This is an optimization exercise on Yosys and OpenROAD, whose aim is small area, a short achievable clock period and few clock cycles, not a production implementation.
The RTL was checked by simulation tests, not by an equivalence proof against the original design.
Power and IR drop assume default switching activity.

Design core, start of the top module:
module core (
    input  logic clk,
    input  logic rst_n,
    input  logic [31:0] dmem_rdata,
    output logic [31:0] dmem_wdata,
    output logic [31:0] dmem_addr,
    output logic        dmem_wen,
    output logic  [3:0] dmem_wr_mask,
    input  logic [31:0] imem_rdata,
    output logic [31:0] imem_addr
);
Settings: LEC_CHECK=0, CAP_MARGIN=20, CORE_MARGIN=2, CORE_UTILIZATION=40, SLEW_MARGIN=20; clock period 12.0 ns.
standard.sh (not shown) runs the stock make flow with config.mk's settings and CLKGATE_MAP_FILE= SYNTH_SCRIPT=/design/flow/synth_recipe.tcl, a recipe that flattens the netlist after the stock synthesis.
==> flow/flow/run.sh <==
#!/bin/bash
# Layout flow: the standard ORFS flow (standard.sh, unchanged synthesis) with
# stronger timing repair and a smaller clock tree. Extra make variables:
#   SETUP_SLACK_MARGIN  repair setup slack beyond the clock period's (flow/margin.txt)
#   MATCH_CELL_FOOTPRINT=0  let repair resize cells across footprints
#   BUFFER_PORTS_ARGS   buffer every port with a plain buffer cell
#   CTS_ARGS            larger sink clusters, no dummy loads
# Each tool's output goes to the ORFS logs under orfs/logs; make's own output to flow_make.log.
set -euo pipefail
MARGIN=$(cat flow/margin.txt)
EXTRA="SETUP_SLACK_MARGIN=$MARGIN MATCH_CELL_FOOTPRINT=0 'BUFFER_PORTS_ARGS=-buffer_cell sky130_fd_sc_hd__buf_4'"
EXTRA="$EXTRA 'CTS_ARGS=-sink_clustering_enable -repair_clock_nets -dont_use_dummy_load -sink_clustering_size 40 -sink_clustering_max_diameter 60'"
sed -e "s|CLKGATE_MAP_FILE= |CLKGATE_MAP_FILE= $EXTRA |" standard.sh > flow_standard.sh
grep -q "SETUP_SLACK_MARGIN=$MARGIN" flow_standard.sh
bash flow_standard.sh > flow_make.log 2>&1
test -f out/final.def
==> flow/flow/margin.txt <==
7.5
Testbench counts at the start, summed over its fixed seeds: cycles 76,389.
==> next run, changes <==
--- a/flow/design.v
+++ b/flow/design.v
@@ -86,20 +86,18 @@
 logic  [4:0] rd_m;
 logic  [2:0] f3_m;
 logic        we_m, ld_m, st_m;
 logic [32:0] sum33;
 logic [31:0] sum, x_ab;
 logic        eq, ltu, lt, taken;
-logic [31:0] b;
-assign b     = b_e ^ {32{sub_e}};
-assign sum33 = {1'b0, a_e} + {1'b0, b} + {32'b0, sub_e};
+assign sum33 = {1'b0, a_e} + {1'b0, b_e} + {32'b0, sub_e};
 assign sum   = sum33[31:0];
-assign x_ab  = a_e ^ b;
+assign x_ab  = a_e ^ b_e;
 assign eq    = &x_ab;                        
 assign ltu   = ~sum33[32];
-assign lt    = (a_e[31] == b[31]) ? a_e[31] : ltu;
+assign lt    = (a_e[31] == b_e[31]) ? a_e[31] : ltu;
 logic [31:0] sh_in, sh_out, sh_rev;
 logic [32:0] sh_ext;
 logic signed [32:0] sh_src;
 always_comb begin
     for (int i = 0; i < 32; i++) sh_in[i] = r_sll_e ? a_e[31-i] : a_e[i];
 end
@@ -108,14 +106,14 @@
 assign sh_out = sh_ext[31:0];
 always_comb begin
     for (int i = 0; i < 32; i++) sh_rev[i] = sh_out[31-i];
 end
 logic [31:0] res_e;
 assign res_e = ({32{r_add_e}}  & sum)
-             | ({32{r_and_e}}  & (a_e & b))
-             | ({32{r_or_e}}   & (a_e | b))
+             | ({32{r_and_e}}  & (a_e & b_e))
+             | ({32{r_or_e}}   & (a_e | b_e))
              | ({32{r_xor_e}}  & x_ab)
              | ({32{r_sll_e}}  & sh_rev)
              | ({32{r_sr_e}}   & sh_out)
              | {31'b0, (r_slt_e & lt) | (r_sltu_e & ltu)}
              | ({32{r_c_e}}    & c_e);
 assign taken = (beq_e & eq) | (bne_e & ~eq) | (blt_e & lt) | (bge_e & ~lt)
@@ -208,13 +206,13 @@
 logic arith, d_sub, uses_imm;
 assign arith    = is_op | is_opi;
 assign d_sub    = (is_op & ins[30] & (f3 == 3'd0)) | (arith & (f3[2:1] == 2'b01)) | is_br;
 assign uses_imm = is_opi | is_ld | is_st | is_jalr | is_auipc;
 always_ff @(posedge clk) begin
     a_e  <= s1;
-    b_e  <= uses_imm ? (is_st ? imm_s : is_auipc ? imm_u : imm_i) : s2;
+    b_e  <= (uses_imm ? (is_st ? imm_s : is_auipc ? imm_u : imm_i) : s2) ^ {32{d_sub}};
     c_e  <= ({32{is_st}} & s2_st) | ({32{is_lui}} & imm_u) | ({32{is_br & ~pred_b}} & tgt_b)
           | ({32{~is_st & ~is_lui & ~(is_br & ~pred_b)}} & pc4_d);
     st_fwd_e <= we_e & (rd_e == rs2);
     rd_e <= rd;
     f3_e <= f3;
     sub_e    <= d_sub;
Clock skew falls by 14 ps.
Total power climbs by 3.3%.
First-iteration DRC count came out higher by 5.1%.
Core utilization goes up by 0.59 points.
Clock power came out higher by about 4%.
Clock-buffer cell count grows by 7.
Area after synthesis shrinks by 0.35%.
Maximum frequency barely changes.
Cell area is higher by 1.1%.
Register-to-register slack improved by 80 ps.
Testbench counts after the change, summed over its fixed seeds: cycles 76,389.

==> separate check: timing with driven ports <==
The results above use ideal ports. As a check the final layouts listed here were re-extracted and re-timed, cells and wires unchanged.
Step 1 (the two cells are an assumption about what drives the block):
set clk [get_ports {clk}]
set_driving_cell -lib_cell sky130_fd_sc_hd__clkbuf_16 $clk
set_driving_cell -lib_cell sky130_fd_sc_hd__buf_2 [delete_from_list [all_inputs] $clk]
Step 2 moves the port delays by t, midway between the first and last clock arrival at a register: inputs arrive t later, outputs are due t later. That takes back most of the time a late clock gives input paths.
Slacks: ideal ports / drivers / drivers and shift; pairs: ideal ports / drivers.
run | t, ns | setup slack, ns | latest minus earliest clock arrival (ns) | worst register clock-pin slew, ns | pins driven straight from the clock port
the first run | 0.806 | 7.320 / 7.345 / 6.539 | 0.149 / 0.149 | 0.10 / 0.10 | 1
the second run | 0.805 | 7.317 / 7.305 / 6.500 | 0.129 / 0.128 | 0.09 / 0.09 | 1
After both steps every run listed still meets setup and hold. For the second run, which loses most, drivers alone change the setup slack by -0.012 ns; drivers and shift together by -0.817 ns.
